Context: an optimization exercise on an open-source flow, tuned for small area, a short achievable clock period and few clock cycles. The choices shown serve that exercise and are no tape-out recipe.
At most, simulation tests tie the RTL to the original design; equivalence was not proved.
The RTL of run 2 was laid out without a check of its function.

==> flow/design.v <==
typedef enum logic [16-1:0] {
    MTIME_LOW_R     = 16'hbff8,
    MTIME_HIGH_R    = 16'hbffc,
    MTIMECMP_LOW_R  = 16'h4000,
    MTIMECMP_HIGH_R = 16'h4004
} type_mtime_regs_e;
localparam int unsigned CSR_MTVEC_BASE_ALIGN_VECTOR = 6;
localparam int unsigned CSR_MTVEC_BASE_ALIGN_DIRECT = 2;
localparam int unsigned MODE_BIT = 0;
localparam int unsigned CSR_STVEC_BASE_ALIGN_VECTOR = 6;
localparam int unsigned CSR_STVEC_BASE_ALIGN_DIRECT = 2;
typedef enum logic [11:0] {
    CSR_ADDR_MVENDORID  = 12'hF11,
    CSR_ADDR_MARCHID    = 12'hF12,
    CSR_ADDR_MIMPID     = 12'hF13,
    CSR_ADDR_MHARTID    = 12'hF14,
    CSR_ADDR_MSTATUS    = 12'h300,   
    CSR_ADDR_MISA       = 12'h301,   
    CSR_ADDR_MEDELEG    = 12'h302,   
    CSR_ADDR_MIDELEG    = 12'h303,   
    CSR_ADDR_MIE        = 12'h304,   
    CSR_ADDR_MTVEC      = 12'h305,   
    CSR_ADDR_MCOUNTEREN = 12'h306,   
    CSR_ADDR_MSTATUSH   = 12'h310,   
    CSR_ADDR_MSCRATCH   = 12'h340,   
    CSR_ADDR_MEPC       = 12'h341,   
    CSR_ADDR_MCAUSE     = 12'h342,   
    CSR_ADDR_MTVAL      = 12'h343,   
    CSR_ADDR_MIP        = 12'h344,   
    CSR_ADDR_SSTATUS    = 12'h100,
    CSR_ADDR_SIE        = 12'h104,
    CSR_ADDR_STVEC      = 12'h105,
    CSR_ADDR_SCOUNTEREN = 12'h106,
    CSR_ADDR_SSCRATCH   = 12'h140,
    CSR_ADDR_SEPC       = 12'h141,
    CSR_ADDR_SCAUSE     = 12'h142,
    CSR_ADDR_STVAL      = 12'h143,
    CSR_ADDR_SIP        = 12'h144,
    CSR_ADDR_SATP       = 12'h180,
    CSR_ADDR_PMPCFG0   = 12'h3A0,
    CSR_ADDR_PMPADDR0  = 12'h3B0,
    CSR_ADDR_PMPADDR1  = 12'h3B1,
    CSR_ADDR_PMPADDR2  = 12'h3B2,
    CSR_ADDR_PMPADDR3  = 12'h3B3,
    CSR_ADDR_MCYCLE        = 12'hB00,
    CSR_ADDR_MCYCLEH       = 12'hB80,
    CSR_ADDR_MINSTRET      = 12'hB02,
    CSR_ADDR_MINSTRETH     = 12'hB82,
    CSR_ADDR_MHPMCOUNTER3  = 12'hB03,
    CSR_ADDR_MHPMCOUNTER3H = 12'hB83,
    CSR_ADDR_MCOUNTINHIBIT = 12'h320,
    CSR_ADDR_CYCLE         = 12'hC00,
    CSR_ADDR_TIME          = 12'hC01,
    CSR_ADDR_INSTRET       = 12'hC02,
    CSR_ADDR_CYCLEH        = 12'hC80,
    CSR_ADDR_TIMEH         = 12'hC81,
    CSR_ADDR_INSTRETH      = 12'hC82
} type_csr_addr_e;
localparam int unsigned EXC_CODE_WIDTH = 4;
typedef enum logic [EXC_CODE_WIDTH-1:0] {
    EXC_CODE_INSTR_MISALIGN        = 4'd0,      
    EXC_CODE_INSTR_ACCESS_FAULT    = 4'd1,      
    EXC_CODE_ILLEGAL_INSTR         = 4'd2,      
    EXC_CODE_BREAKPOINT            = 4'd3,      
    EXC_CODE_LD_ADDR_MISALIGN      = 4'd4,      
    EXC_CODE_LD_ACCESS_FAULT       = 4'd5,      
    EXC_CODE_ST_ADDR_MISALIGN      = 4'd6,      
    EXC_CODE_ST_ACCESS_FAULT       = 4'd7,      
    EXC_CODE_ECALL_UMODE           = 4'd8,      
    EXC_CODE_ECALL_SMODE           = 4'd9,      
    EXC_CODE_ECALL_MMODE           = 4'd11,     
    EXC_CODE_INST_PAGE_FAULT       = 4'd12,     
    EXC_CODE_LD_PAGE_FAULT         = 4'd13,     
    EXC_CODE_ST_PAGE_FAULT         = 4'd15,     
    EXC_CODE_NO_EXCEPTION          = 4'd14      
} type_exc_code_e;
localparam int unsigned S_SOFT_INT_IDX  = 1;
localparam int unsigned M_SOFT_INT_IDX  = 3;
localparam int unsigned S_TIMER_INT_IDX = 5;
localparam int unsigned M_TIMER_INT_IDX = 7;
localparam int unsigned S_EXT_INT_IDX   = 9;
localparam int unsigned M_EXT_INT_IDX   = 11;
localparam logic [32-1:0] MIE_SSIP = 1 << S_SOFT_INT_IDX;
localparam logic [32-1:0] MIE_MSIP = 1 << M_SOFT_INT_IDX;
localparam logic [32-1:0] MIE_STIP = 1 << S_TIMER_INT_IDX;
localparam logic [32-1:0] MIE_MTIP = 1 << M_TIMER_INT_IDX;
localparam logic [32-1:0] MIE_SEIP = 1 << S_EXT_INT_IDX;
localparam logic [32-1:0] MIE_MEIP = 1 << M_EXT_INT_IDX;
localparam logic [32-1:0] MIE_MASK = MIE_SSIP | MIE_STIP | MIE_SEIP | MIE_MSIP | MIE_MTIP | MIE_MEIP;
localparam logic [32-1:0] MIP_MASK = MIE_MASK;
localparam logic [32-1:0] SIE_MASK = MIE_SSIP | MIE_STIP | MIE_SEIP;
localparam logic [32-1:0] SIP_MASK = SIE_MASK;
localparam logic [32-1:0] SIE_SSIP = MIE_SSIP;
localparam logic [32-1:0] SIP_SSIP = SIE_SSIP;
localparam int unsigned IRQ_CODE_WIDTH = 4;
typedef enum logic [IRQ_CODE_WIDTH-1:0] {
    IRQ_CODE_NONE       = 4'd0,
    IRQ_CODE_S_SOFTWARE = 4'd1,      
    IRQ_CODE_M_SOFTWARE = 4'd3,      
    IRQ_CODE_S_TIMER    = 4'd5,      
    IRQ_CODE_M_TIMER    = 4'd7,      
    IRQ_CODE_S_EXTERNAL = 4'd9,      
    IRQ_CODE_M_EXTERNAL = 4'd11      
} type_irq_code_e;
typedef enum logic[1:0] {
    PRIV_MODE_M = 2'b11,
    PRIV_MODE_S = 2'b01,
    PRIV_MODE_U = 2'b00
} type_priv_mode_e;
 typedef struct packed {
    logic              sd;      
    logic [7:0]        wpri3;   
    logic              tsr;     
    logic              tw;      
    logic              tvm;     
    logic              mxr;     
    logic              sum;     
    logic              mprv;    
    logic [1:0]        xs;      
    logic [1:0]        fs;      
    type_priv_mode_e   mpp;     
    logic [1:0]        vs;      
    logic              spp;     
    logic              mpie;    
    logic              ube;     
    logic              spie;    
    logic              wpri2;   
    logic              mie;     
    logic              wpri1;   
    logic              sie;     
    logic              wpri0;   
} type_status_reg_s;
localparam logic [32-1:0] STATUS_SIE  = 'h00000002;
localparam logic [32-1:0] STATUS_SPIE = 'h00000020;
localparam logic [32-1:0] STATUS_UBE  = 'h00000040;
localparam logic [32-1:0] STATUS_SPP  = 'h00000100;
localparam logic [32-1:0] STATUS_VS   = 'h00000600;
localparam logic [32-1:0] STATUS_FS   = 'h00006000;
localparam logic [32-1:0] STATUS_XS   = 'h00018000;
localparam logic [32-1:0] STATUS_SUM  = 'h00040000;
localparam logic [32-1:0] STATUS_MXR  = 'h00080000;
localparam logic [32-1:0] STATUS_SD   = 'h80000000;
localparam logic [32-1:0] SSTATUS_READ_MASK  = STATUS_SIE | STATUS_SPIE
                                                | STATUS_UBE | STATUS_SPP
                                                | STATUS_VS  | STATUS_FS
                                                | STATUS_XS  | STATUS_SUM
                                                | STATUS_MXR | STATUS_SD;
localparam logic [32-1:0] SSTATUS_WRITE_MASK = STATUS_SIE | STATUS_SPIE
                                                | STATUS_SPP | STATUS_FS
                                                | STATUS_SUM | STATUS_MXR;
localparam logic [32-1:0] SATP_ASID_MASK  = 'h803FFFFF;
localparam SATP_MODE_WIDTH = 1;
localparam SATP_ASID_WIDTH = 9;
localparam SATP_PPN_WIDTH  = 22;
localparam MODE_SV32       = 1;
typedef struct packed {
    logic [SATP_MODE_WIDTH-1:0] mode;
    logic [SATP_ASID_WIDTH-1:0] asid;
    logic [SATP_PPN_WIDTH-1:0]  ppn;
} type_satp_reg_s;
localparam TVEC_MODE_WIDTH = 2;
localparam TVEC_BASE_WIDTH = 30;
typedef struct packed {
    logic [TVEC_BASE_WIDTH-1:0] base;
    logic [TVEC_MODE_WIDTH-1:0] mode;
} type_tvec_reg_s;
typedef struct packed {
    logic [14:0]                warl7;    
    logic                       uart;
    logic [3:0]                 warl6;
    logic                       meie;     
    logic                       warl5;
    logic                       seie;     
    logic                       warl4;
    logic                       mtie;     
    logic                       warl3;
    logic                       stie;     
    logic                       warl2;
    logic                       msie;     
    logic                       warl1;
    logic                       ssie;     
    logic                       warl0;
} type_mie_reg_s;
typedef struct packed {
    logic [14:0]                warl7;    
    logic                       uart;
    logic [3:0]                 warl6;
    logic                       meip;     
    logic                       warl5;
    logic                       seip;     
    logic                       warl4;
    logic                       mtip;     
    logic                       warl3;
    logic                       stip;     
    logic                       warl2;
    logic                       msip;     
    logic                       warl1;
    logic                       ssip;     
    logic                       warl0;
} type_mip_reg_s;
typedef struct packed {
    logic [14:0]                warl10;    
    logic                       uart;
    logic [3:0]                 warl9;
    logic                       warl8;   
    logic                       warl7;
    logic                       seie;     
    logic                       warl6;
    logic                       warl5;    
    logic                       warl4;
    logic                       stie;     
    logic                       warl3;
    logic                       warl2;    
    logic                       warl1;
    logic                       ssie;     
    logic                       warl0;
} type_sie_reg_s;
typedef struct packed {
    logic [14:0]                warl10;    
    logic                       uart;
    logic [3:0]                 warl9;
    logic                       warl8;   
    logic                       warl7;
    logic                       seip;     
    logic                       warl6;
    logic                       warl5;    
    logic                       warl4;
    logic                       stip;     
    logic                       warl3;
    logic                       warl2;    
    logic                       warl1;
    logic                       ssip;     
    logic                       warl0;
} type_sip_reg_s;
typedef struct packed {
    logic [27:0]               warl1;
    logic                       hpm3;
    logic                       ir;
    logic                       warl0;
    logic                       cy;
} type_mcountinhibit_reg_s;
 typedef enum logic [3:0] {
    AMO_OPS_NONE = '0,
    AMO_OPS_LR,
    AMO_OPS_SC,
    AMO_OPS_SWAP,
    AMO_OPS_ADD,
    AMO_OPS_XOR,
    AMO_OPS_AND,
    AMO_OPS_OR,
    AMO_OPS_MIN,
    AMO_OPS_MAX,
    AMO_OPS_MINU,
    AMO_OPS_MAXU
} type_amo_ops_e;
typedef enum logic [2:0] {
    AMO_IDLE  = 3'h0,
    AMO_LOAD  = 3'h1,
    AMO_OP    = 3'h2,
    AMO_ST    = 3'h3,
    AMO_DONE  = 3'h4
} type_amo_states_e;
typedef struct packed {                            
    type_amo_ops_e                   amo_ops;              
    logic                            is_amo; 
    logic                            amo_flush; 
    logic                            ack;  
} type_lsu2amo_ctrl_s;
typedef struct packed {                            
    logic [32-1:0]                lsu_addr;
    logic [32-1:0]                rs2_operand;
    logic [32-1:0]                r_data; 
} type_lsu2amo_data_s;
typedef struct packed {                      
    logic                            amo_done;      
    logic                            ld_req;     
    logic                            st_req; 
    logic                            rd_wr_req;
} type_amo2lsu_ctrl_s;
typedef struct packed {                            
    logic [32-1:0]                w_data; 
    logic [32-1:0]                amo_wrb_data; 
} type_amo2lsu_data_s;
typedef enum logic [4:0] {
    OPCODE_LOAD_INST      = 5'b00000,
    OPCODE_STORE_INST     = 5'b01000,
    OPCODE_MEM_FENCE_INST = 5'b00011,
    OPCODE_IMM_INST       = 5'b00100,
    OPCODE_AUIPC_INST     = 5'b00101,
    OPCODE_ARITH_INST     = 5'b01100,
    OPCODE_LUI_INST       = 5'b01101,
    OPCODE_BRANCH_INST    = 5'b11000,
    OPCODE_JALR_INST      = 5'b11001,
    OPCODE_JAL_INST       = 5'b11011,
    OPCODE_AMO_INST       = 5'b01011,
    OPCODE_SYSTEM_INST    = 5'b11100
} type_rv_opcode_e;
typedef enum logic {
    ALU_OPR1_PC = '0,        
    ALU_OPR1_REG             
} type_alu_opr1_sel_e;
typedef enum logic {
    ALU_OPR2_IMM = '0,      
    ALU_OPR2_REG            
} type_alu_opr2_sel_e;
typedef enum logic {
    ALU_CMP_OPR2_IMM = '0,  
    ALU_CMP_OPR2_REG        
} type_alu_cmp_opr2_sel_e;
typedef enum logic [3:0] {
    ALU_I_OPS_NONE = '0,    
    ALU_I_OPS_ADD,           
    ALU_I_OPS_SUB,           
    ALU_I_OPS_AND,           
    ALU_I_OPS_OR,            
    ALU_I_OPS_XOR,           
    ALU_I_OPS_SLT,           
    ALU_I_OPS_SLTU,          
    ALU_I_OPS_SLL,           
    ALU_I_OPS_SRL,           
    ALU_I_OPS_SRA,           
    ALU_I_OPS_COPY_OPR1,     
    ALU_I_OPS_COPY_OPR2      
} type_alu_i_ops_e;
typedef enum logic [3:0] {
    ALU_M_OPS_NONE = '0,    
    ALU_M_OPS_MUL    =  4'b0100,         
    ALU_M_OPS_MULH   =  4'b0101,         
    ALU_M_OPS_MULHSU =  4'b0110,         
    ALU_M_OPS_MULHU  =  4'b0111,         
    ALU_M_OPS_DIV    =  4'b1000,           
    ALU_M_OPS_DIVU   =  4'b1001,          
    ALU_M_OPS_REM    =  4'b1010,           
    ALU_M_OPS_REMU   =  4'b1011           
} type_alu_m_ops_e;
typedef enum logic [2:0] {
    BR_OPS_NONE = '0,   
    BR_OPS_EQ,           
    BR_OPS_NE,           
    BR_OPS_GE,           
    BR_OPS_GEU,          
    BR_OPS_LT,           
    BR_OPS_LTU           
} type_br_ops_e;
typedef enum logic [2:0] {
    LD_OPS_NONE = '0,
    LD_OPS_LB,
    LD_OPS_LBU,
    LD_OPS_LH,
    LD_OPS_LHU,
    LD_OPS_LW
} type_ld_ops_e;
typedef enum logic [1:0] {
    ST_OPS_NONE = '0,
    ST_OPS_SB,
    ST_OPS_SH,
    ST_OPS_SW
} type_st_ops_e;
typedef enum logic [2:0] {
    RD_WRB_NONE = '0,
    RD_WRB_ALU,                            
    RD_WRB_INC_PC,                         
    RD_WRB_DMEM,                           
    RD_WRB_CSR,                            
    RD_WRB_M_ALU                           
} type_rd_wrb_sel_e;
 typedef enum logic [2:0] {
    SYS_OPS_NONE = '0,
    SYS_OPS_SFENCE_VMA,
    SYS_OPS_SRET,
    SYS_OPS_MRET,
    SYS_OPS_WFI 
} type_sys_ops_e;
 typedef enum logic [1:0] {
    CSR_OPS_NONE = '0,
    CSR_OPS_WRITE,
    CSR_OPS_SET,
    CSR_OPS_CLEAR
} type_csr_ops_e;
typedef enum logic {
    CSR_OPR_REG = '0,        
    CSR_OPR_IMM              
} type_csr_opr_sel_e;
typedef struct packed {                            
    logic [32-1:0]                addr;
    logic                            req; 
} type_if2imem_s;
typedef struct packed {                            
    logic [32-1:0]                r_data;
    logic                            ack;  
} type_imem2if_s;
typedef struct packed {
    logic [32-1:0]                instr;
} type_pref2if_data_s;
typedef struct packed {
    logic                           stall;
    logic [1:0]                     fifo_empty;
    logic                           ack;
} type_pref2if_ctrl_s;
typedef struct packed {
    logic                           pc_ff;
    logic                           instr_req;
    logic                           is_comp;
    logic                           clear;
} type_if2pref_s;
typedef struct packed {                            
    logic [32-1:0]                instr;
    type_exc_code_e                  exc_code;
    logic                            instr_flushed;
} type_if2id_data_s;
typedef struct packed {                            
    logic                            exc_req;
} type_if2id_ctrl_s;
typedef struct packed {                            
    logic [32-1:0]                rs1_data;     
    logic [32-1:0]                rs2_data;
    logic [32-1:0]                instr;
    logic [32-1:0]                pc;
    logic [32-1:0]                pc_next;
    logic [32-1:0]                imm;  
    type_exc_code_e                  exc_code;
    logic                            instr_flushed;   
} type_id2exe_data_s;
typedef struct packed {                           
    type_alu_i_ops_e                 alu_i_ops;
    type_alu_m_ops_e                 alu_m_ops;
    type_ld_ops_e                    ld_ops;
    type_st_ops_e                    st_ops;
    type_br_ops_e                    branch_ops;
    type_csr_ops_e                   csr_ops;
    type_amo_ops_e                   amo_ops;
    type_sys_ops_e                   sys_ops;
    type_alu_opr1_sel_e              alu_opr1_sel;
    type_alu_opr2_sel_e              alu_opr2_sel;
    type_alu_cmp_opr2_sel_e          alu_cmp_opr2_sel;
    type_csr_opr_sel_e               csr_opr_sel;
    type_rd_wrb_sel_e                rd_wrb_sel;
    logic                            exc_req;
    logic                            rd_wr_req;
    logic                            jump_req;
    logic                            branch_req;
    logic                            fence_i_req;
    logic                            fence_req;
} type_id2exe_ctrl_s;
typedef struct packed {                            
    logic [32-1:0]                alu_result;
    logic [32-1:0]                pc_next;
    logic [32-1:0]                rs2_data;
} type_exe2lsu_data_s;
typedef struct packed {  
    logic [4:0]                      rd_addr;                         
    type_rd_wrb_sel_e                rd_wrb_sel;
    type_ld_ops_e                    ld_ops;
    type_st_ops_e                    st_ops;
    type_amo_ops_e                   amo_ops;
    logic                            rd_wr_req;
    logic                            jump_req;
    logic                            branch_req;
    logic                            fence_req;
} type_exe2lsu_ctrl_s;
typedef struct packed {                            
    logic [11:0]                     csr_addr;
    logic [32-1:0]                pc;
    logic [32-1:0]                instr;
    logic [32-1:0]                csr_wdata;  
    type_exc_code_e                  exc_code; 
    logic                            instr_flushed;     
} type_exe2csr_data_s;
typedef struct packed {                           
    type_csr_ops_e                   csr_ops;
    type_sys_ops_e                   sys_ops;
    logic                            exc_req;
    logic                            csr_rd_req;
    logic                            csr_wr_req;
    logic                            fence_i_req;
} type_exe2csr_ctrl_s;
typedef struct packed {                           
    type_ld_ops_e                    ld_ops;
    type_st_ops_e                    st_ops;
    logic                            ld_page_fault;
    logic                            st_page_fault;
    logic                            dcache_flush_ack;  
} type_lsu2csr_ctrl_s;
typedef struct packed {                            
    logic [32-1:0]                dbus_addr;
    logic [32-1:0]                pc_next; 
} type_lsu2csr_data_s;
typedef struct packed {                            
    logic [32-1:0]                csr_rdata;     
} type_csr2wrb_data_s;
typedef struct packed { 
    logic [32-1:0]                csr_mhartid;                           
    logic [1:0]                      ext_irq;   
    logic                            timer_irq;   
    logic                            soft_irq; 
    logic                            uart_irq;    
} type_pipe2csr_s;
typedef struct packed {                            
    logic [32-1:0]                alu_result;
    logic [32-1:0]                pc_next;
    logic [32-1:0]                r_data;  
    logic [5-1:0]           rd_addr; 
} type_lsu2wrb_data_s;
typedef struct packed {                           
    type_rd_wrb_sel_e                rd_wrb_sel;
    logic                            rd_wr_req;
} type_lsu2wrb_ctrl_s;
typedef struct packed {                            
    logic [32-1:0]                addr;
    logic [32-1:0]                w_data;
    type_st_ops_e                    st_ops;
    logic                            ld_req;  
    logic                            st_req;  
} type_lsu2dbus_s;
typedef struct packed {                            
    logic [32-1:0]                r_data;
    logic                            ack;  
} type_dbus2lsu_s;
typedef struct packed {                            
    logic [32-1:0]                addr;
    logic [32-1:0]                w_data;
    logic [3:0]                      sel_byte;  
    logic                            w_en;  
    logic                            req;
} type_dbus2peri_s;
typedef struct packed {                            
    logic [32-1:0]                r_data;
    logic                            ack;  
} type_peri2dbus_s;
typedef struct packed {                            
    logic [32-1:0]                pc_new;
} type_exe2if_fb_s;
typedef struct packed {                            
    logic [32-1:0]                pc_new;
    logic                            icache_flush;  
} type_csr2if_fb_s;
typedef struct packed {                            
    type_priv_mode_e                 priv_mode;
} type_csr2id_fb_s;
typedef struct packed {                            
    logic [32-1:0]                rd_data;
    logic [5-1:0]           rd_addr;
    logic                            rd_wr_req;  
} type_wrb2id_fb_s;
typedef struct packed {                        
    logic [5-1:0]           rd_addr;
    logic                            rd_wr_req;  
    logic                            lsu_req;
    logic                            lsu_ack;   
} type_lsu2fwd_s;
typedef struct packed {                            
    logic [5-1:0]           rd_addr;
    logic                            rd_wr_req;    
} type_wrb2fwd_s;
typedef struct packed {                            
    logic [5-1:0]           rs1_addr;
    logic [5-1:0]           rs2_addr;
    logic                            new_pc_req;  
    logic                            use_rs1;
    logic                            use_rs2; 
} type_exe2fwd_s;
typedef struct packed {                            
    logic                            new_pc_req; 
    logic                            irq_flush_lsu;
    logic                            wfi_req; 
    logic                            csr_read_req;
} type_csr2fwd_s;
typedef struct packed {  
    logic                            exe_new_pc_req;                            
    logic                            csr_new_pc_req;
    logic                            wfi_req; 
    logic                            if_stall;
} type_fwd2if_s;
typedef struct packed {                            
    logic                            fwd_wrb_rs1;
    logic                            fwd_wrb_rs2; 
    logic                            fwd_lsu_rs1;
    logic                            fwd_lsu_rs2; 
} type_fwd2exe_s;
typedef struct packed {  
    logic                            if2id_pipe_flush; 
    logic                            if2id_pipe_stall;
    logic                            id2exe_pipe_flush;  
    logic                            id2exe_pipe_stall; 
    logic                            exe2lsu_pipe_stall;
    logic                            exe2lsu_pipe_flush;
    logic                            lsu2wrb_pipe_flush; 
    logic                            pipe_fwd_wrb_rs1; 
    logic                            pipe_fwd_wrb_rs2;                          
} type_fwd2ptop_s;
typedef struct packed {  
    logic                            pipe_stall; 
    logic                            irq_stall;                           
} type_fwd2csr_s;
typedef struct packed {  
    logic                            lsu_flush;                           
} type_fwd2lsu_s;
typedef struct packed {                            
    logic [22-1:0]           satp_ppn;  
    logic                            en_vaddr;
    logic                            en_ld_st_vaddr;
    logic                            mxr; 
    logic                            tlb_flush;
    logic                            dcache_flush;
} type_csr2lsu_data_s;
typedef struct packed {                            
    logic [32-1:0]                timer_val;  
    logic                            flag;
} type_clint2csr_s;
typedef struct packed {                            
    logic [32-1:0]                reg_data;
    logic [5-1:0]           reg_addr;
    logic                            reg_wr_req;  
} type_debug_port_s;
typedef struct packed {                            
    logic [32-1:0]                alu_operand_1;     
    logic [32-1:0]                alu_operand_2; 
    type_alu_m_ops_e                 alu_m_ops;
} type_exe2mul_s;
typedef struct packed {                            
    logic                            mul_req;
    logic                            mul_ack;
} type_mul2fwd_s;
typedef struct packed {                            
    logic  [32-1:0]                alu_m_result;   
} type_mul2wrb_s;
typedef enum logic [1:0] {
    MULDIV_IDLE  = 2'h0,
    MULDIV_START = 2'h1,
    MULDIV_DONE  = 2'h2
} type_muldiv_states_e;
module divider (     
    input wire logic                        clk,      
    input wire logic                        rst,      
    input wire logic                        start_i,  
    input wire logic [32-1:0]            opr1_i,   
    input wire logic [32-1:0]            opr2_i,   
    output     logic                        done_o,   
    output     logic [32-1:0]            quo_o,    
    output     logic [32-1:0]            rem_o     
);
    logic                       busy_ff;
    logic                       done_ff;
    logic [32-1:0]           opr2_ff;              
    logic [32-1:0]           quo_ff, quo_next;     
    logic [32:0]             acc_ff, acc_next;     
    logic [32:0]             rem_ff;               
    logic [$clog2(32)-1:0]   counter;              
    always_comb begin
        if (acc_ff >= {1'b0, opr2_ff}) begin
            acc_next = acc_ff - opr2_ff;
            {acc_next, quo_next} = {acc_next[32-1:0], quo_ff, 1'b1};
        end else begin
            {acc_next, quo_next} = {acc_ff, quo_ff} << 1;
        end
    end
    always_ff @(posedge clk) begin
        done_ff <= 0;
        if (!rst) begin
            busy_ff <= 0;
            done_ff <= 0;
            quo_ff  <= 0;
            rem_ff  <= 0;
        end else if (busy_ff) begin
            if (counter == 32-1) begin         
                busy_ff <= 0;
                done_ff <= 1;
                quo_ff  <= quo_next;
                rem_ff  <= acc_next[32:1];     
            end else begin                        
                counter <= counter + 1;
                acc_ff  <= acc_next;
                quo_ff  <= quo_next;
            end
        end else if (start_i) begin
            counter <= 0;
            if (opr2_i == 0) begin                
                busy_ff <= 0;
                done_ff <= 1;
                quo_ff  <= {32{1'b1}};
                rem_ff  <= opr1_i;
            end else begin
                busy_ff <= 1;
                opr2_ff <= opr2_i;
                {acc_ff, quo_ff} <= {{32{1'b0}}, opr1_i, 1'b0};   
            end
        end
    end
assign rem_o  = rem_ff;
assign quo_o  = quo_ff;
assign done_o = done_ff;
endmodule
module muldiv (
    input   logic                        rst_n,                     
    input   logic                        clk,                       
    input  wire type_exe2mul_s           exe2mul_i,
    input wire                           fwd2mul_stall_i,
    input wire                           fwd2mul_flush_i,
    output type_mul2fwd_s                mul2fwd_o,
    output type_mul2wrb_s                mul2wrb_o
);
type_exe2mul_s                       exe2mul;
type_mul2fwd_s                       mul2fwd;
type_mul2wrb_s                       mul2wrb;
type_alu_m_ops_e                     alu_m_ops, alu_m_ops_next, alu_m_ops_ff;
logic  [32-1:0]                   alu_opr_1, alu_m_opr_1, alu_m_opr1_next, alu_m_opr1_ff;
logic  [32-1:0]                   alu_opr_2, alu_m_opr_2, alu_m_opr2_next, alu_m_opr2_ff;
logic                                alu_m_opr1_sign_next, alu_m_opr1_sign_ff;
logic                                alu_m_opr2_sign_next, alu_m_opr2_sign_ff;
logic                                alu_m_req;
logic                                alu_m_ack_next, alu_m_ack_ff;
logic  [32-1:0]                   alu_m_result_next;
logic  [2*32-1:0]                 mult;
logic  [2*32-1:0]                 mult_ss;
logic  [2*32-1:0]                 mult_su;
logic  [2*32-1:0]                 mult_su_int;
logic  [32-1:0]                   div;
logic  [32-1:0]                   div_u;
logic  [32-1:0]                   rem;
logic  [32-1:0]                   rem_u;
logic                                div_done;
logic                                div_valid;
assign exe2mul = exe2mul_i;
assign alu_m_ops = type_alu_m_ops_e'(exe2mul.alu_m_ops);
assign alu_opr_1 = exe2mul.alu_operand_1;
assign alu_opr_2 = exe2mul.alu_operand_2;
assign alu_m_req = |alu_m_ops_ff;
always_comb begin
    if (alu_m_ops == ALU_M_OPS_DIV || alu_m_ops == ALU_M_OPS_REM || alu_m_ops == ALU_M_OPS_MULHSU) begin
        alu_m_opr_1 = alu_opr_1[32-1] ? (~alu_opr_1 + 1) : alu_opr_1;
    end else begin
        alu_m_opr_1 = alu_opr_1;
    end
end
always_comb begin
    if (alu_m_ops == ALU_M_OPS_DIV || alu_m_ops == ALU_M_OPS_REM) begin
        alu_m_opr_2 = alu_opr_2[32-1] ? (~alu_opr_2+1) : alu_opr_2;
    end else begin
        alu_m_opr_2 = alu_opr_2;
    end
end
always_ff @(negedge rst_n, posedge clk ) begin
    if (~rst_n) begin
        alu_m_ops_ff       <= type_alu_m_ops_e'(0);
        alu_m_opr1_ff      <= '0;
        alu_m_opr2_ff      <= '0;
        alu_m_opr1_sign_ff <= '0;
        alu_m_opr2_sign_ff <= '0;
    end else if (fwd2mul_flush_i) begin
        alu_m_ops_ff       <= type_alu_m_ops_e'(0);
        alu_m_opr1_ff      <= '0;
        alu_m_opr2_ff      <= '0;
        alu_m_opr1_sign_ff <= '0;
        alu_m_opr2_sign_ff <= '0;
    end else begin
        alu_m_ops_ff       <= alu_m_ops_next; 
        alu_m_opr1_ff      <= alu_m_opr1_next;
        alu_m_opr2_ff      <= alu_m_opr2_next;
        alu_m_opr1_sign_ff <= alu_m_opr1_sign_next;
        alu_m_opr2_sign_ff <= alu_m_opr2_sign_next;
    end 
end
always_comb begin
    if (fwd2mul_stall_i) begin
        alu_m_ops_next       = alu_m_ops_ff; 
        alu_m_opr1_next      = alu_m_opr1_ff;
        alu_m_opr2_next      = alu_m_opr2_ff;
        alu_m_opr1_sign_next = alu_m_opr1_sign_ff;
        alu_m_opr2_sign_next = alu_m_opr2_sign_ff;
    end else begin
        alu_m_ops_next       = alu_m_ops;
        alu_m_opr1_next      = alu_m_opr_1;
        alu_m_opr2_next      = alu_m_opr_2;
        alu_m_opr1_sign_next = alu_opr_1[32-1];
        alu_m_opr2_sign_next = alu_opr_2[32-1];
    end
end
always_comb begin
    mult    = alu_m_opr1_ff          * alu_m_opr2_ff;
    mult_ss = $signed(alu_m_opr1_ff) * $signed(alu_m_opr2_ff);
end
always_comb begin
    alu_m_result_next = '0;
    alu_m_ack_next    = '0;
    mult_su_int       = alu_m_opr1_sign_ff ? (~mult + 1) : mult;
    case (alu_m_ops_ff)
        ALU_M_OPS_MUL    : begin
            alu_m_ack_next    = 1'b1;
            alu_m_result_next = mult_ss[31:0];
        end
        ALU_M_OPS_MULH   : begin
            alu_m_ack_next    = 1'b1;
            alu_m_result_next = mult_ss[63:32];
        end
        ALU_M_OPS_MULHSU : begin
            alu_m_ack_next    = 1'b1;
            alu_m_result_next = mult_su_int[63:32];
        end
        ALU_M_OPS_MULHU  : begin
            alu_m_ack_next    = 1'b1;
            alu_m_result_next = mult[63:32];
        end
        ALU_M_OPS_DIV  : begin
            alu_m_ack_next    = div_done; 
            alu_m_result_next = ((alu_m_opr1_sign_ff ^ alu_m_opr2_sign_ff) && ~div_u[32-1]) 
                              ? (~div_u+1): div_u;
        end
        ALU_M_OPS_DIVU  : begin
            alu_m_ack_next    = div_done; 
            alu_m_result_next = div_u;
        end
        ALU_M_OPS_REM  : begin
            alu_m_ack_next    = div_done; 
            alu_m_result_next = ((alu_m_opr1_sign_ff && ~alu_m_opr2_sign_ff) || (alu_m_opr1_sign_ff && alu_m_opr2_sign_ff)) 
                              ? (~rem_u+1): rem_u;
        end
        ALU_M_OPS_REMU  : begin
            alu_m_ack_next    = div_done; 
            alu_m_result_next = rem_u;
        end
        default : begin
            alu_m_ack_next    = 1'b0;
            alu_m_result_next = '0;
        end
    endcase
end
always_ff @(negedge rst_n, posedge clk ) begin
    if (~rst_n) begin
        alu_m_ack_ff <= 1'b0;       
    end else begin
        alu_m_ack_ff <= alu_m_ack_next & fwd2mul_stall_i & ~fwd2mul_flush_i;
    end
end
assign mul2fwd.mul_req = alu_m_req; 
assign mul2wrb.alu_m_result = alu_m_result_next; 
assign mul2fwd.mul_ack      = alu_m_ack_ff;
assign mul2fwd_o = mul2fwd;
assign mul2wrb_o = mul2wrb;
divider divider_module(                                                         
    .clk                (clk),                                                  
    .rst                (rst_n & ~fwd2mul_flush_i),                                                
    .start_i            (alu_m_ops_ff[3] & ~(alu_m_ack_next | alu_m_ack_ff)),   
    .opr1_i             (alu_m_opr1_ff),                                        
    .opr2_i             (alu_m_opr2_ff),                                        
    .done_o             (div_done),                                             
    .quo_o              (div_u),                                                
    .rem_o              (rem_u)                                                 
);
endmodule
module mext_top (
    input  logic        rst_n,           
    input  logic        clk,             
    input  logic [31:0] alu_operand_1,
    input  logic [31:0] alu_operand_2,
    input  logic [3:0]  alu_m_ops,
    input  logic        stall_i,
    input  logic        flush_i,
    output logic        mul_req_o,
    output logic        mul_ack_o,
    output logic [31:0] alu_m_result_o
);
type_exe2mul_s  exe2mul;
type_mul2fwd_s  mul2fwd;
type_mul2wrb_s  mul2wrb;
assign exe2mul.alu_operand_1 = alu_operand_1;
assign exe2mul.alu_operand_2 = alu_operand_2;
assign exe2mul.alu_m_ops     = type_alu_m_ops_e'(alu_m_ops);
muldiv muldiv_module (
    .rst_n            (rst_n),
    .clk              (clk),
    .exe2mul_i        (exe2mul),
    .fwd2mul_stall_i  (stall_i),
    .fwd2mul_flush_i  (flush_i),
    .mul2fwd_o        (mul2fwd),
    .mul2wrb_o        (mul2wrb)
);
assign mul_req_o      = mul2fwd.mul_req;
assign mul_ack_o      = mul2fwd.mul_ack;
assign alu_m_result_o = mul2wrb.alu_m_result;
endmodule
==> flow/run.sh <==
#!/bin/bash
# synth_recipe.tcl (not shown) runs the flow's synth.tcl, then flattens the netlist and writes it again
# the make line also repeats each setting of config.mk as NAME=value (left out here)
make -C /OpenROAD-flow-scripts/flow DESIGN_CONFIG=/design/flow/config.mk WORK_HOME=/design/flow/orfs CLKGATE_MAP_FILE= SYNTH_SCRIPT=/design/flow/synth_recipe.tcl finish
==> flow/config.mk <==
export PLATFORM = sky130hd
export DESIGN_NAME = mext_top
export DESIGN_NICKNAME = mext_top
export VERILOG_FILES = /design/flow/design.v
export SDC_FILE = /design/flow/constraint.sdc
export NUM_CORES = 4
export LEC_CHECK = 0
export CAP_MARGIN = 20
export CORE_MARGIN = 2
export CORE_UTILIZATION = 40
export SETUP_SLACK_MARGIN = 0.3
export SLEW_MARGIN = 20
==> flow/constraint.sdc <==
create_clock -name core_clock -period 14.5 [get_ports {clk}]
set_input_delay 2.9000 -clock core_clock [delete_from_list [all_inputs] [get_ports {clk}]]
set_output_delay 2.9000 -clock core_clock [all_outputs]
set_load 0.01 [all_outputs]
==> flow_summary_export.csv, run 1 <==
group,metric,value,unit
clocking,clk_pin_slew,70,ps
clocking,cts_hold_buf,0,
drt,vias,52300,
clocking,cts_buffers,22,
drt,totalWireLength,230000,microns
timing,setup_violations,0,
global_route,grt.overflow.total,0,
global_route,grt.total_usage,27.3,%
global_route,grt_max_degree,104,
clocking,htree_levels,1,
synth,yosys_warnings,2,
clocking,cts.sinks,207,
final_layout,layout_commonest_cell,"inv_1",
critical_path,end_kind,"output port",
drt,drc,0,
final_layout,area_delta_synth_final,7.02,%
synth,ys_seq_elements,207,
run,maxCapViolations,0,
min_path,hp-class,"flip-flop to flip-flop",
global_route,grt_pass1_wl,351000,microns
floorplan,design.portCount,106,
synth,ys.flop_type,"dfrtp_1",
synth,yosysSeqAreaShare,7.74,%
placement,port_buffers,105,
final_layout,most-common-layout-cells,"1715 x inv_1, 1473 x fa_1, 699 x nand2_1",
floorplan,die_area,171000,sq um
final_layout,fin_cells,9698,
critical_path,crit_path_frequent_cell,"fa_1",
placement,place_inst,9646,
synth,syn_nets,9509,
critical_path,crit_path_start,"muldiv_module.alu_m_opr1_ff[2]$_DFFE_PN0P_",
placement,dp_hpwl,195000,microns
synth,avgSynthCellArea,8.92,sq um
global_route,antenna_found_initial,18,
floorplan,initial_core_util,40.2,%
final_layout,drive_above_1_share,4.74,%
floorplan,core,167000,sq um
drt,wl_met2,108000,microns
critical_path,cp.arrival,11070,ps
critical_path,r2r_start,"muldiv_module.divider_module.opr2_ff[1]$_DFFE_PP_",
floorplan,die_w,414,microns
timing,hold_viol,0,
drt,wl_per_cell,23.7,microns
placement,gp_congestion,0.972,
drt,ant_nets,0,
clocking,cts_tree,"yes",
synth,ys_async_sr_fraction,34.3,%
timing,post-route-min-period,13970,ps
timing,max_freq,71.6,MHz
critical_path,critPathRequiredTime,11600,ps
synth,yosys.area.top_type,"fa_1",
global_route,grt_pass1_vias,55900,
floorplan,fp.dieH,414,microns
drt,dr.pass1.iters,6,
drt,wl_met1,96800,microns
critical_path,cp-start-kind,"flip-flop",
synth,synth_top_area_share,43.9,%
min_path,hp-start,"muldiv_module.divider_module.rem_ff[11]$_SDFFE_PN0P_",
timing,rsz0062_at_grt,"true",
critical_path,max_stage_delay,1030,ps
timing,skew,27.1,ps
drt,vias_per_cell,5.39,
critical_path,criticalPathCategory,"flip-flop to output port",
synth,yosys.cell_types.count,98,
drt,dr_wl_met3,15000,microns
drt,drtIter0Drc,4388,
drt,top_layer,"met5",
critical_path,cpMaxStageDelayCell,"dfrtp_1",
synth,syn_area,67200,sq um
clocking,root_buffer,"clkbuf_16",
run_status,status,"finished clean",
synth,synth-edff-count,70,
synth,synthesis.instances,7534,
clocking,clock_latency,550,ps
timing,final.period_utilization,96.3,%
synth,synthTopCellsByArea,"fa_1 44%, inv_1 9.6%, ha_1 8.0%",
timing,maxSlewHeadroom,26.7,%
timing,worstMarginPinSlew,1090,ps
timing,final_max_slew_viol_count,0,
timing,tns,0,ps
critical_path,crit_fanout,17,
final_layout,nNetsFinal,9449,
clocking,clock_tree.buffer_depth,3,
floorplan,num_rows,150,
per-stage QoR:
step                utilization, %  hold slack [ps]  worst slack, ps  cell area, sq um
finish                        43.1              495              533             71900
floorplan                        -              423             2750             67200
CTS                           43.0              490              310             71800
global placement              42.5              469              170             71000
detailed placement            42.5              480              328             71000
global route                  43.1              517              277             71900
kinds of logic after synthesis:
logic type | share of synthesized area [%]
buffers and inverters | 11.8
AND/OR/NAND/NOR | 15.0
adder cells (fa/ha/maj) | 51.9
AO/OA/AOI/OAI | 9.42
XOR/XNOR | 3.43
flip-flops | 7.74
multiplexers | 0.785
repair_timing:
item,4_1_cts,5_1_grt
resized for setup,31,24
buffers inserted,0,8
pin swaps,0,3
setup endpoints to repair,32,31
metal layers:
layer  global-route usage (%)  vias up
li1                         -    22900
met1                     37.7    27200
met2                     45.1     1777
met3                     2.84      359
met4                     8.91        2
met5                        0        -
state kept, by name, indices dropped and copies added, names as in the netlist:
name,flops
muldiv_module.alu_m_ack_ff,1
muldiv_module.divider_module.rem_ff,32
muldiv_module.divider_module.busy_ff,1
muldiv_module.alu_m_opr1_sign_ff,1
muldiv_module.divider_module.opr2_ff,32
muldiv_module.alu_m_opr2_sign_ff,1
muldiv_module.divider_module.quo_ff,32
muldiv_module.alu_m_opr1_ff,32
muldiv_module.divider_module.counter,5
muldiv_module.divider_module.acc_ff,33
muldiv_module.alu_m_opr2_ff,32
muldiv_module.divider_module.done_ff,1
muldiv_module.alu_m_ops_ff,4
worst max-delay path, delay by kind of cell, from the launching register on:
kind / cells / cell delay [ps]
xor+xnor: 2 / 410
buf+inv: 7 / 1600
flops: 1 / 1030
simple gates: 7 / 2030
compound gates: 4 / 1430
fa+ha+maj: 9 / 3970
final cells by class:
class / instances / area (sq um)
Fill cell: 16500 / 95100
Antenna cell: 4 / 10.0
Multi-Input combinational cell: 5228 / 54200
Inverter: 1716 / 6440
Timing Repair Buffer: 299 / 2540
Sequential cell: 207 / 5290
Clock inverter: 5 / 33.8
Tap cell: 2204 / 2760
Clock buffer: 35 / 692
final timing paths:
| check | end | slack [ps] | cells after the start |
|---|---|---|---|
| setup reg to reg | muldiv_module.divider_module.rem_ff[0]$_SDFFE_PN0P_ | 9790 | 14 |
| hold reg to reg | muldiv_module.divider_module.rem_ff[11]$_SDFFE_PN0P_ | 500 | 2 |
| setup / recovery | alu_m_result_o[8] | 530 | 29 |
| hold / removal | muldiv_module.divider_module.rem_ff[11]$_SDFFE_PN0P_ | 500 | 2 |
| min in group asynchronous | muldiv_module.alu_m_opr2_ff[29]$_DFFE_PN0P_ | 2290 | 1 |
| max in group asynchronous | muldiv_module.alu_m_opr2_ff[5]$_DFFE_PN0P_ | 11060 | 2 |
synthesized netlist by cell type (56+ instances only):
cell / instances
xnor2_1: 160
and2_1: 571
ha_1: 430
nor3_1: 56
edfxtp_1: 70
fa_1: 1473
clkbuf_1: 352
nand2_1: 700
o21ai_0: 158
a21oi_1: 314
nor2_1: 393
a21o_1: 80
dfrtp_1: 71
inv_1: 1715
a211oi_1: 77
dfxtp_1: 66
xor2_1: 103
Testbench counts, summed over its fixed seeds: cycles 140,943.
==> inputs of run 2 (changes only) <==
--- a/flow/design.v
+++ b/flow/design.v
@@ -630,221 +630,44 @@
     MULDIV_DONE  = 2'h2
 } type_muldiv_states_e;
-module divider (     
-    input wire logic                        clk,      
-    input wire logic                        rst,      
-    input wire logic                        start_i,  
-    input wire logic [32-1:0]            opr1_i,   
-    input wire logic [32-1:0]            opr2_i,   
-    output     logic                        done_o,   
-    output     logic [32-1:0]            quo_o,    
-    output     logic [32-1:0]            rem_o     
+module lzc32 (
+    input  logic [31:0] x,
+    output logic [5:0]  n
 );
-    logic                       busy_ff;
-    logic                       done_ff;
-    logic [32-1:0]           opr2_ff;              
-    logic [32-1:0]           quo_ff, quo_next;     
-    logic [32:0]             acc_ff, acc_next;     
-    logic [32:0]             rem_ff;               
-    logic [$clog2(32)-1:0]   counter;              
-    always_comb begin
-        if (acc_ff >= {1'b0, opr2_ff}) begin
-            acc_next = acc_ff - opr2_ff;
-            {acc_next, quo_next} = {acc_next[32-1:0], quo_ff, 1'b1};
-        end else begin
-            {acc_next, quo_next} = {acc_ff, quo_ff} << 1;
-        end
-    end
-    always_ff @(posedge clk) begin
-        done_ff <= 0;
-        if (!rst) begin
-            busy_ff <= 0;
-            done_ff <= 0;
-            quo_ff  <= 0;
-            rem_ff  <= 0;
-        end else if (busy_ff) begin
-            if (counter == 32-1) begin         
-                busy_ff <= 0;
-                done_ff <= 1;
-                quo_ff  <= quo_next;
-                rem_ff  <= acc_next[32:1];     
-            end else begin                        
-                counter <= counter + 1;
-                acc_ff  <= acc_next;
-                quo_ff  <= quo_next;
-            end
-        end else if (start_i) begin
-            counter <= 0;
-            if (opr2_i == 0) begin                
-                busy_ff <= 0;
-                done_ff <= 1;
-                quo_ff  <= {32{1'b1}};
-                rem_ff  <= opr1_i;
-            end else begin
-                busy_ff <= 1;
-                opr2_ff <= opr2_i;
-                {acc_ff, quo_ff} <= {{32{1'b0}}, opr1_i, 1'b0};   
-            end
-        end
-    end
-assign rem_o  = rem_ff;
-assign quo_o  = quo_ff;
-assign done_o = done_ff;
-endmodule
-module muldiv (
-    input   logic                        rst_n,                     
-    input   logic                        clk,                       
-    input  wire type_exe2mul_s           exe2mul_i,
-    input wire                           fwd2mul_stall_i,
-    input wire                           fwd2mul_flush_i,
-    output type_mul2fwd_s                mul2fwd_o,
-    output type_mul2wrb_s                mul2wrb_o
-);
-type_exe2mul_s                       exe2mul;
-type_mul2fwd_s                       mul2fwd;
-type_mul2wrb_s                       mul2wrb;
-type_alu_m_ops_e                     alu_m_ops, alu_m_ops_next, alu_m_ops_ff;
-logic  [32-1:0]                   alu_opr_1, alu_m_opr_1, alu_m_opr1_next, alu_m_opr1_ff;
-logic  [32-1:0]                   alu_opr_2, alu_m_opr_2, alu_m_opr2_next, alu_m_opr2_ff;
-logic                                alu_m_opr1_sign_next, alu_m_opr1_sign_ff;
-logic                                alu_m_opr2_sign_next, alu_m_opr2_sign_ff;
-logic                                alu_m_req;
-logic                                alu_m_ack_next, alu_m_ack_ff;
-logic  [32-1:0]                   alu_m_result_next;
-logic  [2*32-1:0]                 mult;
-logic  [2*32-1:0]                 mult_ss;
-logic  [2*32-1:0]                 mult_su;
-logic  [2*32-1:0]                 mult_su_int;
-logic  [32-1:0]                   div;
-logic  [32-1:0]                   div_u;
-logic  [32-1:0]                   rem;
-logic  [32-1:0]                   rem_u;
-logic                                div_done;
-logic                                div_valid;
-assign exe2mul = exe2mul_i;
-assign alu_m_ops = type_alu_m_ops_e'(exe2mul.alu_m_ops);
-assign alu_opr_1 = exe2mul.alu_operand_1;
-assign alu_opr_2 = exe2mul.alu_operand_2;
-assign alu_m_req = |alu_m_ops_ff;
-always_comb begin
-    if (alu_m_ops == ALU_M_OPS_DIV || alu_m_ops == ALU_M_OPS_REM || alu_m_ops == ALU_M_OPS_MULHSU) begin
-        alu_m_opr_1 = alu_opr_1[32-1] ? (~alu_opr_1 + 1) : alu_opr_1;
-    end else begin
-        alu_m_opr_1 = alu_opr_1;
-    end
-end
 always_comb begin
-    if (alu_m_ops == ALU_M_OPS_DIV || alu_m_ops == ALU_M_OPS_REM) begin
-        alu_m_opr_2 = alu_opr_2[32-1] ? (~alu_opr_2+1) : alu_opr_2;
-    end else begin
-        alu_m_opr_2 = alu_opr_2;
-    end
-end
-always_ff @(negedge rst_n, posedge clk ) begin
-    if (~rst_n) begin
-        alu_m_ops_ff       <= type_alu_m_ops_e'(0);
-        alu_m_opr1_ff      <= '0;
-        alu_m_opr2_ff      <= '0;
-        alu_m_opr1_sign_ff <= '0;
-        alu_m_opr2_sign_ff <= '0;
-    end else if (fwd2mul_flush_i) begin
-        alu_m_ops_ff       <= type_alu_m_ops_e'(0);
-        alu_m_opr1_ff      <= '0;
-        alu_m_opr2_ff      <= '0;
-        alu_m_opr1_sign_ff <= '0;
-        alu_m_opr2_sign_ff <= '0;
-    end else begin
-        alu_m_ops_ff       <= alu_m_ops_next; 
-        alu_m_opr1_ff      <= alu_m_opr1_next;
-        alu_m_opr2_ff      <= alu_m_opr2_next;
-        alu_m_opr1_sign_ff <= alu_m_opr1_sign_next;
-        alu_m_opr2_sign_ff <= alu_m_opr2_sign_next;
-    end 
+    n = 6'd32;
+    for (int i = 0; i < 32; i++)
+        if (x[i]) n = 6'(31 - i);
 end
+endmodule
+module mul33 (
+    input  logic [32:0] a,
+    input  logic [32:0] b,
+    output logic [63:0] p
+);
+localparam int NR = 17;
+localparam logic [63:0] SEXT = 64'h5555555600000000;
+logic [34:0] bx;        
+logic [34:0] ax;        
+assign bx = {b[32], b, 1'b0};
+assign ax = {a[32], a, 1'b0};
+logic [63:0]   rows [NR+1];
+logic [NR-1:0] one, two, neg;
+logic [33:0]   pp [NR];
 always_comb begin
-    if (fwd2mul_stall_i) begin
-        alu_m_ops_next       = alu_m_ops_ff; 
-        alu_m_opr1_next      = alu_m_opr1_ff;
-        alu_m_opr2_next      = alu_m_opr2_ff;
-        alu_m_opr1_sign_next = alu_m_opr1_sign_ff;
-        alu_m_opr2_sign_next = alu_m_opr2_sign_ff;
-    end else begin
-        alu_m_ops_next       = alu_m_ops;
-        alu_m_opr1_next      = alu_m_opr_1;
-        alu_m_opr2_next      = alu_m_opr_2;
-        alu_m_opr1_sign_next = alu_opr_1[32-1];
-        alu_m_opr2_sign_next = alu_opr_2[32-1];
+    for (int i = 0; i < NR; i++) begin
+        one[i] = bx[2*i+1] ^ bx[2*i];
+        two[i] = (bx[2*i+2] & ~bx[2*i+1] & ~bx[2*i]) | (~bx[2*i+2] & bx[2*i+1] & bx[2*i]);
+        neg[i] = bx[2*i+2];
+        for (int j = 0; j < 34; j++)
+            pp[i][j] = ((one[i] & ax[j+1]) | (two[i] & ax[j])) ^ neg[i];
+        rows[i] = 64'({~pp[i][33], pp[i][32:0]}) << (2*i);
     end
+    rows[NR] = '0;
+    for (int i = 0; i < NR; i++) rows[NR][2*i] = neg[i];
 end
 always_comb begin
-    mult    = alu_m_opr1_ff          * alu_m_opr2_ff;
-    mult_ss = $signed(alu_m_opr1_ff) * $signed(alu_m_opr2_ff);
+    p = SEXT;
+    for (int i = 0; i <= NR; i++) p = p + rows[i];
 end
-always_comb begin
-    alu_m_result_next = '0;
-    alu_m_ack_next    = '0;
-    mult_su_int       = alu_m_opr1_sign_ff ? (~mult + 1) : mult;
-    case (alu_m_ops_ff)
-        ALU_M_OPS_MUL    : begin
-            alu_m_ack_next    = 1'b1;
-            alu_m_result_next = mult_ss[31:0];
-        end
-        ALU_M_OPS_MULH   : begin
-            alu_m_ack_next    = 1'b1;
-            alu_m_result_next = mult_ss[63:32];
-        end
-        ALU_M_OPS_MULHSU : begin
-            alu_m_ack_next    = 1'b1;
-            alu_m_result_next = mult_su_int[63:32];
-        end
-        ALU_M_OPS_MULHU  : begin
-            alu_m_ack_next    = 1'b1;
-            alu_m_result_next = mult[63:32];
-        end
-        ALU_M_OPS_DIV  : begin
-            alu_m_ack_next    = div_done; 
-            alu_m_result_next = ((alu_m_opr1_sign_ff ^ alu_m_opr2_sign_ff) && ~div_u[32-1]) 
-                              ? (~div_u+1): div_u;
-        end
-        ALU_M_OPS_DIVU  : begin
-            alu_m_ack_next    = div_done; 
-            alu_m_result_next = div_u;
-        end
-        ALU_M_OPS_REM  : begin
-            alu_m_ack_next    = div_done; 
-            alu_m_result_next = ((alu_m_opr1_sign_ff && ~alu_m_opr2_sign_ff) || (alu_m_opr1_sign_ff && alu_m_opr2_sign_ff)) 
-                              ? (~rem_u+1): rem_u;
-        end
-        ALU_M_OPS_REMU  : begin
-            alu_m_ack_next    = div_done; 
-            alu_m_result_next = rem_u;
-        end
-        default : begin
-            alu_m_ack_next    = 1'b0;
-            alu_m_result_next = '0;
-        end
-    endcase
-end
-always_ff @(negedge rst_n, posedge clk ) begin
-    if (~rst_n) begin
-        alu_m_ack_ff <= 1'b0;       
-    end else begin
-        alu_m_ack_ff <= alu_m_ack_next & fwd2mul_stall_i & ~fwd2mul_flush_i;
-    end
-end
-assign mul2fwd.mul_req = alu_m_req; 
-assign mul2wrb.alu_m_result = alu_m_result_next; 
-assign mul2fwd.mul_ack      = alu_m_ack_ff;
-assign mul2fwd_o = mul2fwd;
-assign mul2wrb_o = mul2wrb;
-divider divider_module(                                                         
-    .clk                (clk),                                                  
-    .rst                (rst_n & ~fwd2mul_flush_i),                                                
-    .start_i            (alu_m_ops_ff[3] & ~(alu_m_ack_next | alu_m_ack_ff)),   
-    .opr1_i             (alu_m_opr1_ff),                                        
-    .opr2_i             (alu_m_opr2_ff),                                        
-    .done_o             (div_done),                                             
-    .quo_o              (div_u),                                                
-    .rem_o              (rem_u)                                                 
-);
 endmodule
 module mext_top (
@@ -860,21 +683,107 @@
     output logic [31:0] alu_m_result_o
 );
-type_exe2mul_s  exe2mul;
-type_mul2fwd_s  mul2fwd;
-type_mul2wrb_s  mul2wrb;
-assign exe2mul.alu_operand_1 = alu_operand_1;
-assign exe2mul.alu_operand_2 = alu_operand_2;
-assign exe2mul.alu_m_ops     = type_alu_m_ops_e'(alu_m_ops);
-muldiv muldiv_module (
-    .rst_n            (rst_n),
-    .clk              (clk),
-    .exe2mul_i        (exe2mul),
-    .fwd2mul_stall_i  (stall_i),
-    .fwd2mul_flush_i  (flush_i),
-    .mul2fwd_o        (mul2fwd),
-    .mul2wrb_o        (mul2wrb)
-);
-assign mul_req_o      = mul2fwd.mul_req;
-assign mul_ack_o      = mul2fwd.mul_ack;
-assign alu_m_result_o = mul2wrb.alu_m_result;
+localparam int K  = 3;           
+localparam int DW = 32 + K;      
+localparam int CW = 4;           
+logic [3:0]  op;
+logic [31:0] a, b;
+assign op = alu_m_ops;
+assign a  = alu_operand_1;
+assign b  = alu_operand_2;
+logic is_div, is_mul, div_sgn, a_neg, b_neg, b_zero;
+assign is_div  = op[3];
+assign is_mul  = ~op[3] & op[2];
+assign div_sgn = is_div & ~op[0];
+assign a_neg   = div_sgn & a[31];
+assign b_neg   = div_sgn & b[31];
+assign b_zero  = (b == 32'd0);
+logic [31:0] a_abs, b_abs;
+assign a_abs = a_neg ? (~a + 32'd1) : a;
+assign b_abs = b_neg ? (~b + 32'd1) : b;
+logic [5:0] lza, lzb;    
+lzc32 u_lza (.x(a_neg ? ~a : a), .n(lza));
+lzc32 u_lzb (.x(b_neg ? ~b : b), .n(lzb));
+logic signed [7:0] nbits;
+assign nbits = $signed({2'b0, lzb}) - $signed({2'b0, lza}) + $signed({7'b0, a_neg}) + 8'sd1;
+logic        div_now;      
+assign div_now = b_zero | (nbits <= 0);
+logic [CW-1:0] ncyc;
+logic [5:0]    shamt;
+always_comb begin
+    ncyc  = '0;
+    shamt = '0;
+    if (is_div && !div_now) begin
+        ncyc  = CW'((nbits + K - 1) / K);
+        shamt = 6'(ncyc * K - 1);
+    end
+end
+logic [DW-1:0] b_al;
+assign b_al = DW'({{(DW-32){1'b0}}, b_abs} << shamt);
+logic          held_ff, ack_ff;
+logic [CW-1:0] cnt_ff;
+logic [31:0]   r_ff;        
+logic [DW-1:0] d_ff;        
+logic [31:0]   q_ff;        
+logic          xa_ff, xb_ff;    
+logic [1:0]    sel_ff;      
+logic          neg_ff;      
+logic take;
+assign take = ~stall_i;
+logic          iter;
+logic [31:0]   r_it;
+logic [31:0]   q_it;
+assign iter = (cnt_ff != '0);
+always_comb begin
+    logic [DW-1:0] t;
+    logic [32:0]   diff;
+    logic          ge;
+    r_it = r_ff;
+    q_it = q_ff;
+    for (int j = 0; j < K; j++) begin
+        t    = d_ff >> j;
+        diff = {1'b0, r_it} - {1'b0, t[31:0]};
+        ge   = ~diff[32] & (t[DW-1:32] == '0);
+        if (ge) r_it = diff[31:0];
+        q_it = {q_it[30:0], ge};
+    end
+end
+always_ff @(posedge clk or negedge rst_n) begin
+    if (~rst_n) begin
+        held_ff <= 1'b0;
+        ack_ff  <= 1'b0;
+    end else if (flush_i) begin
+        held_ff <= 1'b0;
+        ack_ff  <= 1'b0;
+    end else if (take) begin
+        held_ff <= is_div | is_mul;
+        ack_ff  <= is_mul | (is_div & div_now);
+    end else begin
+        ack_ff  <= ack_ff | (held_ff & (cnt_ff == CW'(1)));
+    end
+end
+always_ff @(posedge clk) begin
+    if (take) begin
+        cnt_ff <= ncyc;
+        r_ff   <= a_abs;
+        d_ff   <= b_al;
+        q_ff   <= {32{b_zero}};
+        xa_ff  <= is_mul & ~(op[1] & op[0]) & a[31];
+        xb_ff  <= is_mul & ~op[1] & b[31];
+        sel_ff <= {is_div, is_div ? op[1] : (op[1:0] != 2'b00)};
+        neg_ff <= op[1] ? a_neg : ((a_neg ^ b_neg) & ~b_zero);
+    end else if (iter) begin
+        cnt_ff <= cnt_ff - CW'(1);
+        r_ff   <= r_it;
+        d_ff   <= d_ff >> K;
+        q_ff   <= q_it;
+    end
+end
+logic [63:0] prod;
+mul33 u_mul (.a({xa_ff, r_ff}), .b({xb_ff, d_ff[31:0]}), .p(prod));
+logic [31:0] dv, dv_o;
+assign dv   = sel_ff[0] ? r_ff : q_ff;
+assign dv_o = neg_ff ? (~dv + 32'd1) : dv;
+assign alu_m_result_o = sel_ff[1] ? dv_o : (sel_ff[0] ? prod[63:32] : prod[31:0]);
+assign mul_req_o      = held_ff;
+assign mul_ack_o      = ack_ff;
 endmodule
--- a/flow/config.mk
+++ b/flow/config.mk
@@ -6,4 +6,5 @@
 export NUM_CORES = 4
 export LEC_CHECK = 0
+export ABC_AREA = 1
 export CAP_MARGIN = 20
 export CORE_MARGIN = 2
==> flow_summary_export.csv, run 2 <==
group,metric,value,unit
placement,port_buffers,105,
timing,skew,30.7,ps
synth,syn_area,41900,sq um
run,maxCapViolations,0,
synth,ys_seq_elements,110,
final_layout,most-common-layout-cells,"932 x nand2_1, 728 x inv_1, 654 x xor2_1",
synth,synthTopCellsByArea,"fa_1 22%, xor2_1 14%, ha_1 10%",
min_path,hp-class,"flip-flop to flip-flop",
timing,final_max_slew_viol_count,0,
floorplan,die_area,107000,sq um
placement,postPlaceCellArea,44600,sq um
drt,vias,41500,
timing,hold_viol,0,
timing,maxSlewHeadroom,22.7,%
drt,dr_wl_met3,18400,microns
final_layout,largest_reg_flops,35,
clocking,cts_tree,"yes",
synth,yosys.area.top_type,"fa_1",
synth,synth_top_area_share,21.8,%
critical_path,crit_path_frequent_cell,"a21oi_1",
clocking,htree_levels,3,
clocking,clock_tree.buffer_depth,2,
final_layout,fillers,10700,
run_status,status,"finished clean",
synth,avgSynthCellArea,7.37,sq um
critical_path,cp-start-kind,"flip-flop",
critical_path,cp.arrival,10580,ps
global_route,grt.total_usage,31.0,%
floorplan,initial_core_util,40.4,%
timing,max_freq,74.2,MHz
critical_path,max_stage_delay,750,ps
critical_path,crit_fanout,29,
critical_path,cpMaxStageDelayCell,"nand2_1",
clocking,cts_buffers,9,
placement,pre_cts_slack,862,ps
synth,ys.flop_type,"edfxtp_1",
drt,vias_per_cell,5.94,
drt,wl_met2,74300,microns
drt,ant_nets,0,
critical_path,end_kind,"output port",
synth,synthesis.instances,5683,
global_route,grt_max_degree,80,
synth,yosys.cell_types.count,59,
timing,layout_setup_ws,1020,ps
final_layout,final_area,45000,sq um
placement,dp_hpwl,130000,microns
floorplan,core,104000,sq um
final_layout,drive_above_1_share,5.20,%
global_route,grt_pass1_wl,254000,microns
final_layout,area_delta_synth_final,7.42,%
drt,wl_met1,64200,microns
synth,ys_async_sr_fraction,1.82,%
final_layout,multi_input_area,34500,sq um
global_route,grt_pass1_vias,40700,
synth,synth-edff-count,108,
timing,setup_violations,0,
global_route,grt.overflow.total,0,
timing,worstMarginPinSlew,1160,ps
critical_path,critPathRequiredTime,11600,ps
clocking,cts.sinks,110,
placement,gp_congestion,1.05,
final_layout,layout_commonest_cell,"nand2_1",
floorplan,num_rows,118,
drt,dr.pass1.iters,8,
timing,post-route-min-period,13480,ps
clocking,root_buffer,"clkbuf_16",
drt,totalWireLength,169000,microns
drt,drc,0,
final_layout,top_regs,"d_ff x35, q_ff x32, r_ff x32",
final_layout,regMostFlops,"d_ff",
synth,synth_common_cells,"934 x nand2_1, 731 x inv_1, 655 x xor2_1",
final_layout,ff_latch_area,3290,sq um
clocking,clock_latency,410,ps
timing,tns,0,ps
timing,rsz0062_at_grt,"false",
clocking,clk_pin_slew,120,ps
final_layout,nNetsFinal,6473,
floorplan,die_w,328,microns
global_route,antenna_found_initial,4,
synth,yosys_warnings,5,
drt,drtIter0Drc,4465,
synth,yosysSeqAreaShare,7.86,%
drt,wl_per_cell,24.1,microns
synth,syn_nets,6550,
drt,top_layer,"met5",
timing,final.period_utilization,93.0,%
floorplan,fp.dieH,328,microns
floorplan,design.portCount,106,
critical_path,criticalPathCategory,"flip-flop to output port",
synth,synth_most_common_cell,"nand2_1",
[run 2: cell count changes in the layout (fill, tap and decap cells not counted), moves of 91 or more]
cell / change
inv_1: -987
nor2_1: -159
and2_1: -568
o22ai_1: +486
xor2_1: +551
nand2_1: +233
ha_1: -91
fa_1: -1017
o21ai_0: +161
nand3_1: +218
[run 2: area by class of cell]
type	instances	share of cell area, %
timing repair inverter	1	0.0167
antenna	2	0.0111
clock buffer	9	0.500
timing repair buffer	278	5.21
inverter	754	6.31
multi-input combinational	4452	76.6
sequential	110	7.32
tap	1380	3.84
clock inverter	7	0.214
[run 2: metal layers]
| layer | track usage [%] | up-vias |
|---|---|---|
| met5 | 0 | - |
| met4 | 18.2 | 2 |
| met3 | 7.49 | 559 |
| met2 | 49.0 | 2285 |
| met1 | 38.5 | 19900 |
| li1 | - | 18800 |
[run 2: cells by family after synthesis]
logic type,Yosys count,synth area share [%]
XOR/XNOR,737,15.4
AO/OA/AOI/OAI,1328,18.5
AND/OR/NAND/NOR,1592,16.2
adder cells (fa/ha/maj),795,31.9
buffers and inverters,1121,10.2
flip-flops,110,7.86
[run 2: stage by stage]
| stage | instances | hold WS (ps) | util (%) |
|---|---|---|---|
| 4_1_cts | 6988 | 540 | 43.3 |
| 3_5_place_dp | 6972 | 534 | 43.0 |
| 2_1_floorplan | 5683 | 516 | - |
| 3_3_place_gp | 6972 | 519 | 43.0 |
| 5_1_grt | 6992 | 588 | 43.4 |
| 6_report | 6993 | 539 | 43.4 |
[run 2: worst paths after layout]
path                                          from             endpoint  slack, ps  cells past startpoint
max in group asynchronous                    rst_n  held_ff$_DFFE_PN0P_      11740                      1
worst min-delay path            q_ff[26]$_DFFE_PP_   q_ff[29]$_DFFE_PP_        540                      2
worst max register to register   r_ff[0]$_DFFE_PP_    r_ff[6]$_DFFE_PP_       1840                     80
worst min register to register  q_ff[26]$_DFFE_PP_   q_ff[29]$_DFFE_PP_        540                      2
worst max-delay path             d_ff[3]$_DFFE_PP_   alu_m_result_o[20]       1020                     39
min in group asynchronous                    rst_n     ack_ff$_DFF_PN0_       2650                      1
[run 2: repair_timing]
item,CTS,global route
hold buffers,0,0
buffers inserted,0,2
setup endpoints to repair,0,66
gates resized for setup,0,13
[run 2: worst max-delay path: cells and delay by family (launching register included)]
family	cells	cell delay, ps
flops	1	370
compound gates	16	3250
simple gates	6	1510
fa+ha+maj	7	2810
xor+xnor	2	360
buf+inv	8	1870

## static timing again, ports no longer ideal
How much do the figures lean on ideal ports? The routed layouts below were timed once more, with nothing changed but the port constraints.
Step 1, drivers: a clkbuf_16 drives clk and a buf_2 each remaining input, both assumed.
Step 2, shift: input delay + t, output delay - t, t = (earliest + latest rising clock arrival at the registers) / 2. This alone moves slack from input paths to output paths.
Three values: no drivers, after step 1, after step 2; two values: the first two.
| run | t, ns | setup WS [ns] | worst hold slack (ns) | latest minus earliest clock arrival (ns) |
|---|---|---|---|---|
| run 1 | 0.577 | 0.533 / 0.491 / 1.068 | 0.495 / 0.495 / 0.495 | 0.027 / 0.027 |
| run 2 | 0.460 | 1.020 / 0.960 / 1.095 | 0.539 / 0.539 / 0.539 | 0.033 / 0.033 |
After both steps every run listed still meets setup and hold.
